From an optimization exercise on the open Yosys and OpenROAD flow, aimed at small area and a short achievable clock period; shortcuts taken in it are not production practice.
RTL that was checked went through simulation tests only; none was proved equivalent to the original.
Power figures rest on the tool's default switching activity, not on a simulated workload.

==> 07-18: inputs <==
==> flow/design.v <==
module regread_bit(s, r, o);
	input [7:0] s, r;
	output o;
	assign o = ~(~((s[0]&r[0]) | (s[1]&r[1]) | (s[2]&r[2]))
	           & ~((s[3]&r[3]) | (s[4]&r[4]) | (s[5]&r[5]))
	           & ~((s[6]&r[6]) | (s[7]&r[7])));
endmodule
module ALU(A,B,datapath_in,asel,bsel,shift,ALUop,ALUout,status);
	input [15:0] A,B,datapath_in;
	input asel,bsel;
	input [1:0] shift,ALUop;
	output [15:0] ALUout;
	output status;
	wire cN = ~bsel & ~shift[1] & ~shift[0];
	wire cL = ~bsel & ~shift[1] &  shift[0];
	wire cR = ~bsel &  shift[1];
	wire cS = ~bsel &  shift[1] &  shift[0];
	wire [15:0] Bl = {B[14:0],1'b0};
	wire [15:0] Br = {B[15]&cS,B[15:1]};
	wire [15:0] Bd = {11'd0,datapath_in[4:0]};
	wire [15:0] bin = ({16{cN}} & B) | ({16{cL}} & Bl) | ({16{cR}} & Br) | ({16{bsel}} & Bd);
	wire [15:0] ain = A & {16{~asel}};
	wire sub = ~ALUop[1] & ALUop[0];
	wire [15:0] bb = bin ^ {16{sub}};
	wire [15:0] p = ain ^ bb;
	wire [15:0] g = ain & bb;
	wire [15:0] k = ain | bb;
	wire [15:0] G0 = {g[15:1], g[0] | (p[0] & sub)};
	wire [15:0] G1,P1,G2,P2,G3,P3,G4;
	genvar i;
	generate for (i=0;i<16;i=i+1) begin : sk
		if (i%2==1) begin
			assign G1[i] = G0[i] | (p[i] & G0[i-1]);
			assign P1[i] = p[i] & p[i-1];
		end else begin
			assign G1[i] = G0[i]; assign P1[i] = p[i];
		end
		if (i%4>=2) begin
			assign G2[i] = G1[i] | (P1[i] & G1[(i/4)*4+1]);
			assign P2[i] = P1[i] & P1[(i/4)*4+1];
		end else begin
			assign G2[i] = G1[i]; assign P2[i] = P1[i];
		end
		if (i%8>=4) begin
			assign G3[i] = G2[i] | (P2[i] & G2[(i/8)*8+3]);
			assign P3[i] = P2[i] & P2[(i/8)*8+3];
		end else begin
			assign G3[i] = G2[i]; assign P3[i] = P2[i];
		end
		if (i>=8) assign G4[i] = G3[i] | (P3[i] & G3[7]);
		else assign G4[i] = G3[i];
	end endgenerate
	wire [15:0] cy = {G4[14:0], sub};
	wire [15:0] sum = p ^ cy;
	wire [15:0] lg = ALUop[0] ? ~bb : g;
	assign ALUout = ALUop[1] ? lg : sum;
	wire [15:0] kk = {k[14:0], sub};
	wire [15:0] zb = ALUop[1] ? ~lg : ~(p ^ kk);
	assign status = &zb;
endmodule
module datapath(clk,readnum,vsel,loada,loadb,shift,asel,bsel,ALUop,loadc,loads,writenum,write,datapath_in,status,datapath_out);
	input [2:0] readnum,writenum;
	input clk,vsel,loada,loadb,asel,bsel,loadc,loads,write;
	input [1:0] shift,ALUop;
	input [15:0] datapath_in;
	output status;
	output [15:0] datapath_out;
	reg [15:0] R0,R1,R2,R3,R4,R5,R6,R7;
	reg [15:0] A,B,C;
	reg S;
	assign datapath_out = C;
	assign status = S;
	wire [15:0] wd = vsel ? datapath_in : C;
	always @(posedge clk) begin
		if (write && writenum==3'd0) R0 <= wd;
		if (write && writenum==3'd1) R1 <= wd;
		if (write && writenum==3'd2) R2 <= wd;
		if (write && writenum==3'd3) R3 <= wd;
		if (write && writenum==3'd4) R4 <= wd;
		if (write && writenum==3'd5) R5 <= wd;
		if (write && writenum==3'd6) R6 <= wd;
		if (write && writenum==3'd7) R7 <= wd;
	end
	wire [7:0] rs = 8'd1 << readnum;
	wire [15:0] rd;
	genvar j;
	generate for (j=0;j<16;j=j+1) begin : rdbit
		regread_bit rb(rs, {R7[j],R6[j],R5[j],R4[j],R3[j],R2[j],R1[j],R0[j]}, rd[j]);
	end endgenerate
	always @(posedge clk) begin
		if (loada) A <= rd;
		if (loadb) B <= rd;
	end
	wire [15:0] alu_out;
	wire alu_zero;
	ALU alu(A,B,datapath_in,asel,bsel,shift,ALUop,alu_out,alu_zero);
	always @(posedge clk) begin
		if (loadc) C <= alu_out;
		if (loads) S <= alu_zero;
	end
endmodule
==> flow/flow/run.sh <==
#!/bin/bash
# Layout flow: the standard.sh (the standard ORFS flow) with these changes:
#  - synthesis: the same ORFS synthesis script, except that the ALU and the register
#    file read slices are kept as modules during technology mapping and each module is
#    mapped with its own ABC script (my_abc.tcl); afterwards the design is flattened and
#    renamed exactly as synth_recipe.tcl does. The flip-flops (names and cell types) are
#    checked against the standard synthesis; if they differ the standard synthesis
#    is used instead.
#  - half/full adder cells are kept out (their outputs are slow),
#  - port buffers are plain buf cells (buffer_ports otherwise picks slow delay cells),
#  - timing repair may resize a cell to one of another footprint,
#  - a smaller clock tree (knobs.sh),
#  - area recovery after the global-route timing repair (post_grt.tcl, downsize.tcl).
# Each step's full log is under orfs/logs; the make output goes to flow_*.log here.
set -euo pipefail
W=$PWD
source flow/knobs.sh
PLATFORM_DONT_USE=$(make -s -C "$FLOW_HOME" DESIGN_CONFIG="$W/config.mk" WORK_HOME="$W/orfs" print-DONT_USE_CELLS | sed -n 's/^DONT_USE_CELLS: //p')
EXTRA_DONT_USE="sky130_fd_sc_hd__ha_1 sky130_fd_sc_hd__ha_2 sky130_fd_sc_hd__ha_4 sky130_fd_sc_hd__fa_1 sky130_fd_sc_hd__fa_2 sky130_fd_sc_hd__fa_4"
ARGS=(MATCH_CELL_FOOTPRINT=0 "DONT_USE_CELLS=$PLATFORM_DONT_USE $EXTRA_DONT_USE" "CTS_ARGS=$CTS")
export BUFFER_PORTS_ARGS="-buffer_cell $PORT_BUF"
export FLOW_DIR_OWN=$W/flow POST_GLOBAL_ROUTE_TCL=$W/flow/post_grt.tcl DS_GUARD

# 1. the standard synthesis, kept for the flip-flop comparison
bash standard.sh "${ARGS[@]}" synth > flow_ref_synth.log 2>&1
RES=orfs/results/sky130hd/datapath/base
cp $RES/1_2_yosys.v ref_synth.v
rm -rf orfs

# 2. the per-module-mapped synthesis
sed -e "s#^\(\s*\)log_cmd abc {\*}\$abc_args#\1my_abc \$abc_args#" "$FLOW_HOME/scripts/synth.tcl" > my_synth.tcl
grep -q "my_abc \$abc_args" my_synth.tcl
{ echo "source $W/flow/my_abc.tcl"; sed -e "s#source \$::env(SCRIPTS_DIR)/synth.tcl#source $W/my_synth.tcl#" synth_recipe.tcl; } > my_synth_recipe.tcl
grep -q "source $W/my_synth.tcl" my_synth_recipe.tcl
sed -e "s#SYNTH_SCRIPT=[^ ]*#SYNTH_SCRIPT=$W/my_synth_recipe.tcl#" standard.sh > my_standard.sh
export MY_ABC_MODULES="ALU $W/flow/abc_alu.script regread_bit $W/flow/abc_rest.script datapath $W/flow/abc_rest.script"
bash my_standard.sh "${ARGS[@]}" "SYNTH_KEEP_MODULES=ALU regread_bit" synth > flow_synth.log 2>&1

ffs() { grep -oE "sky130_fd_sc_hd__[a-z0-9_]*df[a-z0-9_]* +[^ ]+" "$1" | sort; }
if [[ "$(ffs ref_synth.v)" != "$(ffs $RES/1_2_yosys.v)" ]]; then
  echo "flip-flops differ from the standard synthesis; using it" > synth_fallback.txt
  rm -rf orfs
  bash standard.sh "${ARGS[@]}" synth > flow_synth.log 2>&1
fi

# 3. the rest of the flow
bash my_standard.sh "${ARGS[@]}" "SYNTH_KEEP_MODULES=ALU regread_bit" finish > flow_standard.log 2>&1
==> flow/flow/abc_alu.script <==
strash
dch
map -B 0.9
topo
stime -c
buffer -c
upsize -c
dnsize -c
==> flow/flow/abc_rest.script <==
&get -n
&st
&dch
&nf -a
&put
==> flow/flow/downsize.tcl <==
# Area recovery after the last timing repair: each logic cell, most slack first, is
# swapped for the smallest cell of the same function (same name but drive strength)
# that keeps the design's worst setup slack (to within 1 ps), keeps the cell's own
# slack at least DS_GUARD ns above it, and adds no max slew/capacitance violation.
proc ds_ns {} { return [expr {[sta::worst_slack_cmd max] * 1e9}] }
proc ds_inst_slack { inst } {
  set s 1e9
  foreach p [get_pins -of_objects $inst] {
    set v [get_property $p slack_max]
    if { $v ne "" && $v ne "INF" && $v < $s } { set s $v }
  }
  return $s
}
proc ds_drv {} {
  return [expr {[sta::max_slew_violation_count] + [sta::max_capacitance_violation_count]}]
}
proc downsize { guard } {
  set dont_use [split $::env(DONT_USE_CELLS)]
  set areas [dict create]
  foreach lc [get_lib_cells *] {
    set n [get_name $lc]
    dict set areas $n [get_property $lc area]
  }
  set wns0 [ds_ns]
  set drv0 [ds_drv]
  set area0 0.0
  set items {}
  foreach inst [get_cells *] {
    set m [get_property $inst ref_name]
    if { [regexp {df|dl|clkbuf|clkinv|tap|fill|decap|conb|clkdly|dly} $m] } { continue }
    if { ![regexp {^(.*)_([0-9]+)$} $m -> base size] } { continue }
    lappend items [list [ds_inst_slack $inst] $inst $m $base]
  }
  set n_changed 0
  set saved 0.0
  foreach it [lsort -real -decreasing -index 0 $items] {
    lassign $it s0 inst m base
    if { $s0 < $wns0 + $guard } { continue }
    set cands {}
    dict for {n a} $areas {
      if { [regexp "^${base}_\[0-9\]+\$" $n] && $a < [dict get $areas $m] && [lsearch -exact $dont_use $n] < 0 } {
        lappend cands [list $a $n]
      }
    }
    foreach c [lsort -real -index 0 $cands] {
      lassign $c a n
      replace_cell $inst $n
      if { [ds_ns] >= $wns0 - 0.001 && [ds_inst_slack $inst] >= $wns0 + $guard && [ds_drv] <= $drv0 } {
        incr n_changed
        set saved [expr {$saved + [dict get $areas $m] - $a}]
        break
      }
      replace_cell $inst $m
    }
  }
  puts "downsize: $n_changed cells smaller, [format %.1f $saved] um2 less, worst slack [format %.3f $wns0] -> [format %.3f [ds_ns]]"
}
==> flow/flow/knobs.sh <==
PORT_BUF=sky130_fd_sc_hd__buf_2
CTS="-sink_clustering_enable -repair_clock_nets -dont_use_dummy_load -buf_list {sky130_fd_sc_hd__clkbuf_4 sky130_fd_sc_hd__clkbuf_8} -sink_clustering_size 20 -sink_clustering_max_diameter 60"
DS_GUARD=0.00
==> flow/flow/my_abc.tcl <==
# Technology mapping per module: the ALU (the critical paths) with ORFS's area
# script, the rest (register file read slices, write data, decoders) with an
# area-oriented &nf mapping. Replaces synth.tcl's single "abc" call.
proc my_abc { abc_args } {
  set i [lsearch -exact $abc_args -script]
  set rest [lreplace $abc_args $i [expr { $i + 1 }]]
  foreach {mod script} $::env(MY_ABC_MODULES) {
    log_cmd abc -script $script {*}$rest $mod
  }
}
==> flow/flow/post_grt.tcl <==
# After the global-route timing repair: area recovery (downsize.tcl), then the
# placement is legalized and the changed nets rerouted as the ORFS step does.
source $::env(FLOW_DIR_OWN)/downsize.tcl
global_route -start_incremental
downsize $::env(DS_GUARD)
detailed_placement
global_route -end_incremental
estimate_parasitics -global_routing
report_worst_slack -max
write_guides $::env(RESULTS_DIR)/route.guide
==> flow/standard.sh <==
#!/bin/bash
# synth_recipe.tcl (not shown) runs the flow's synth.tcl, then flattens the netlist and writes it again
# the make line also repeats each setting of config.mk as NAME=value (left out here)
make -C /OpenROAD-flow-scripts/flow DESIGN_CONFIG=/design/flow/config.mk WORK_HOME=/design/flow/orfs CLKGATE_MAP_FILE= SYNTH_SCRIPT=/design/flow/synth_recipe.tcl "${@:-finish}"
==> flow/config.mk <==
export PLATFORM = sky130hd
export DESIGN_NAME = datapath
export DESIGN_NICKNAME = datapath
export VERILOG_FILES = /design/flow/design.v
export SDC_FILE = /design/flow/constraint.sdc
export NUM_CORES = 4
export LEC_CHECK = 0
export CAP_MARGIN = 20
export CORE_MARGIN = 2
export CORE_UTILIZATION = 50
export SETUP_SLACK_MARGIN = 2.5
export SLEW_MARGIN = 20
==> flow/constraint.sdc <==
create_clock -name core_clock -period 5.0 [get_ports {clk}]
set_input_delay 1.0000 -clock core_clock [delete_from_list [all_inputs] [get_ports {clk}]]
set_output_delay 1.0000 -clock core_clock [all_outputs]
set_load 0.01 [all_outputs]
==> 06-11: changes against 07-18 <==
--- a/flow/design.v
+++ b/flow/design.v
@@ -7,3 +7,3 @@
 endmodule
-module ALU(A,B,datapath_in,asel,bsel,shift,ALUop,ALUout,status);
+module ALU(A,B,datapath_in,asel,bsel,shift,ALUop,C,S,loadc,loads,C_next,S_next);
 	input [15:0] A,B,datapath_in;
@@ -11,4 +11,8 @@
 	input [1:0] shift,ALUop;
-	output [15:0] ALUout;
-	output status;
+	input [15:0] C;
+	input S, loadc, loads;
+	output [15:0] C_next;
+	output S_next;
+	wire [15:0] ALUout;
+	wire status;
 	wire cN = ~bsel & ~shift[1] & ~shift[0];
@@ -59,2 +63,4 @@
 	assign status = &zb;
+	assign C_next = loadc ? ALUout : C;
+	assign S_next = loads ? status : S;
 endmodule
@@ -93,8 +99,8 @@
 	end
-	wire [15:0] alu_out;
-	wire alu_zero;
-	ALU alu(A,B,datapath_in,asel,bsel,shift,ALUop,alu_out,alu_zero);
+	wire [15:0] C_next;
+	wire S_next;
+	ALU alu(A,B,datapath_in,asel,bsel,shift,ALUop,C,S,loadc,loads,C_next,S_next);
 	always @(posedge clk) begin
-		if (loadc) C <= alu_out;
-		if (loads) S <= alu_zero;
+		C <= C_next;
+		S <= S_next;
 	end
--- a/flow/flow/run.sh
+++ b/flow/flow/run.sh
@@ -2,4 +2,4 @@
 # Layout flow: the standard.sh (the standard ORFS flow) with these changes:
-#  - synthesis: the same ORFS synthesis script, except that the ALU and the register
-#    file read slices are kept as modules during technology mapping and each module is
+#  - synthesis: the same ORFS synthesis script, except that some modules (knobs.sh, and
+#    the one-gate g_* modules) are kept as modules during technology mapping and each is
 #    mapped with its own ABC script (my_abc.tcl); afterwards the design is flattened and
@@ -11,4 +11,3 @@
 #  - timing repair may resize a cell to one of another footprint,
-#  - a smaller clock tree (knobs.sh),
-#  - area recovery after the global-route timing repair (post_grt.tcl, downsize.tcl).
+#  - a smaller clock tree (knobs.sh).
 # Each step's full log is under orfs/logs; the make output goes to flow_*.log here.
@@ -21,3 +20,2 @@
 export BUFFER_PORTS_ARGS="-buffer_cell $PORT_BUF"
-export FLOW_DIR_OWN=$W/flow POST_GLOBAL_ROUTE_TCL=$W/flow/post_grt.tcl DS_GUARD
 
@@ -30,2 +28,16 @@
 # 2. the per-module-mapped synthesis
+MODS=""
+for m in $(grep -oE "^\s*module\s+g_[A-Za-z0-9_]+" design.v | awk '{print $2}'); do
+  # only the ones instantiated (yosys drops the others)
+  if grep -qE "^\s*$m\s" design.v; then MODS="$MODS $m abc_rest.script"; fi
+done
+MODS="$MODS $ABC_MODULES"
+export MY_ABC_MODULES=""
+KEEP=""
+set -- $MODS
+while [[ $# -gt 0 ]]; do
+  MY_ABC_MODULES="$MY_ABC_MODULES $1 $W/flow/$2"
+  [[ "$1" != datapath ]] && KEEP="$KEEP $1"
+  shift 2
+done
 sed -e "s#^\(\s*\)log_cmd abc {\*}\$abc_args#\1my_abc \$abc_args#" "$FLOW_HOME/scripts/synth.tcl" > my_synth.tcl
@@ -35,4 +47,3 @@
 sed -e "s#SYNTH_SCRIPT=[^ ]*#SYNTH_SCRIPT=$W/my_synth_recipe.tcl#" standard.sh > my_standard.sh
-export MY_ABC_MODULES="ALU $W/flow/abc_alu.script regread_bit $W/flow/abc_rest.script datapath $W/flow/abc_rest.script"
-bash my_standard.sh "${ARGS[@]}" "SYNTH_KEEP_MODULES=ALU regread_bit" synth > flow_synth.log 2>&1
+bash my_standard.sh "${ARGS[@]}" "SYNTH_KEEP_MODULES=$KEEP" synth > flow_synth.log 2>&1
 
@@ -46,2 +57,2 @@
 # 3. the rest of the flow
-bash my_standard.sh "${ARGS[@]}" "SYNTH_KEEP_MODULES=ALU regread_bit" finish > flow_standard.log 2>&1
+bash my_standard.sh "${ARGS[@]}" "SYNTH_KEEP_MODULES=$KEEP" finish > flow_standard.log 2>&1
==> flow/flow/knobs.sh (replaced) <==
PORT_BUF=sky130_fd_sc_hd__buf_2
CTS="-sink_clustering_enable -repair_clock_nets -dont_use_dummy_load -buf_list {sky130_fd_sc_hd__clkbuf_4 sky130_fd_sc_hd__clkbuf_8} -sink_clustering_size 20 -sink_clustering_max_diameter 60"
# modules kept through technology mapping, each with its ABC script (the one-gate
# g_* modules of the design are added with abc_rest.script)
ABC_MODULES="ALU abc_alu.script regread_bit abc_rest.script datapath abc_rest.script"
--- a/flow/config.mk
+++ b/flow/config.mk
@@ -12 +12,2 @@
 export SLEW_MARGIN = 20
+export SYNTH_HIERARCHICAL = 1
removed: flow/flow/downsize.tcl
removed: flow/flow/post_grt.tcl
==> 06-01: changes against 07-18 <==
--- a/flow/flow/run.sh
+++ b/flow/flow/run.sh
@@ -21,3 +21,3 @@
 export BUFFER_PORTS_ARGS="-buffer_cell $PORT_BUF"
-export FLOW_DIR_OWN=$W/flow POST_GLOBAL_ROUTE_TCL=$W/flow/post_grt.tcl DS_GUARD
+export FLOW_DIR_OWN=$W/flow POST_GLOBAL_ROUTE_TCL=$W/flow/post_grt.tcl DS_GUARD DS_PARASITICS=-global_routing
 
--- a/flow/flow/downsize.tcl
+++ b/flow/flow/downsize.tcl
@@ -47,2 +47,3 @@
       replace_cell $inst $n
+      estimate_parasitics $::env(DS_PARASITICS)
       if { [ds_ns] >= $wns0 - 0.001 && [ds_inst_slack $inst] >= $wns0 + $guard && [ds_drv] <= $drv0 } {
@@ -53,2 +54,3 @@
       replace_cell $inst $m
+      estimate_parasitics $::env(DS_PARASITICS)
     }
==> flow/flow/knobs.sh (replaced) <==
PORT_BUF=sky130_fd_sc_hd__buf_2
CTS="-sink_clustering_enable -repair_clock_nets -dont_use_dummy_load -buf_list {sky130_fd_sc_hd__clkbuf_4 sky130_fd_sc_hd__clkbuf_8} -sink_clustering_size 20 -sink_clustering_max_diameter 60"
DS_GUARD=0.03
==> 01-12: changes against 07-18 <==
--- a/flow/flow/run.sh
+++ b/flow/flow/run.sh
@@ -11,4 +11,3 @@
 #  - timing repair may resize a cell to one of another footprint,
-#  - a smaller clock tree (knobs.sh),
-#  - area recovery after the global-route timing repair (post_grt.tcl, downsize.tcl).
+#  - a smaller clock tree (knobs.sh).
 # Each step's full log is under orfs/logs; the make output goes to flow_*.log here.
@@ -21,3 +20,4 @@
 export BUFFER_PORTS_ARGS="-buffer_cell $PORT_BUF"
-export FLOW_DIR_OWN=$W/flow POST_GLOBAL_ROUTE_TCL=$W/flow/post_grt.tcl DS_GUARD
+export POST_GLOBAL_PLACE_TCL=$W/flow/ctrl_bufs.tcl
+export CTRL_BUF
 
==> flow/flow/ctrl_bufs.tcl (new file) <==
# After global placement: the ALU's control inputs each fan out to every bit, so
# their port buffers get a strong drive from the start (timing repair sizes the rest).
foreach port {asel bsel {shift[0]} {shift[1]} {ALUop[0]} {ALUop[1]}} {
  set net [get_nets -of_objects [get_ports $port]]
  foreach pin [get_pins -of_objects $net -filter "direction == input"] {
    set inst [get_cells -of_objects $pin]
    puts "ctrl_bufs: [get_full_name $inst] -> $::env(CTRL_BUF)"
    replace_cell $inst $::env(CTRL_BUF)
  }
}
==> flow/flow/knobs.sh (replaced) <==
PORT_BUF=sky130_fd_sc_hd__buf_2
CTS="-sink_clustering_enable -repair_clock_nets -dont_use_dummy_load -buf_list {sky130_fd_sc_hd__clkbuf_4 sky130_fd_sc_hd__clkbuf_8} -sink_clustering_size 20 -sink_clustering_max_diameter 60"
CTRL_BUF=sky130_fd_sc_hd__buf_8
removed: flow/flow/downsize.tcl
removed: flow/flow/post_grt.tcl
==> notes <==
- 06-11 ran to the end with no violations. 01-12 never finished: it broke off in global placement (3_3_place_gp). 07-18 went through all stages and came out clean. 06-01 completed without violations.
- In synthesized cell count, 06-01 and 01-12 do not differ.
- Sequential power is about the same in 07-18 and 06-11.
- Flip-flop and latch count is the same in 07-18 and 06-11.
- Power: 06-01 is lower than 06-11 (5.4%).
- Of 01-12 and 06-11, 01-12 has the higher synthesized area (gap about 1.4%, measured against 06-11).
- Non-clock buffer count: 06-01 is lower than 06-11 (15).
- Register-to-register slack: 07-18 < 06-01 < 06-11.
- Count of clock-buffer cells in the layout is the same in 06-01 and 06-11.
- Design area: 07-18 < 06-01 < 06-11.
The RTL of 06-11 was laid out without a check of its function.

what the ideal ports hide:
No port has a modelled driver above. Below, the same layouts with a new extraction and two added sets of constraints. Step 1 sets driving cells, clkbuf_16 on the clock port and buf_2 on the other inputs (assumed; they add their load-dependent delay and slew). Step 2, shift: input delay + t, output delay - t, t = (earliest + latest rising clock arrival at the registers) / 2. This alone moves slack from input paths to output paths. a / b / c = no drivers / after step 1 / after step 2; a / b = the first two.
run | t, ns | setup WS [ns] | worst data-port slew with drivers (ns)
07-18 | 0.465 | 2.153 / 2.163 / 1.698 | 0.05
06-11 | 0.473 | 2.419 / 2.410 / 1.937 | 0.06
06-01 | 0.459 | 2.436 / 2.437 / 1.978 | 0.06
After both steps every run listed still meets setup and hold. The setup slack of 06-11, which loses most, moves by -0.009 ns with the drivers and by -0.482 ns with both steps.
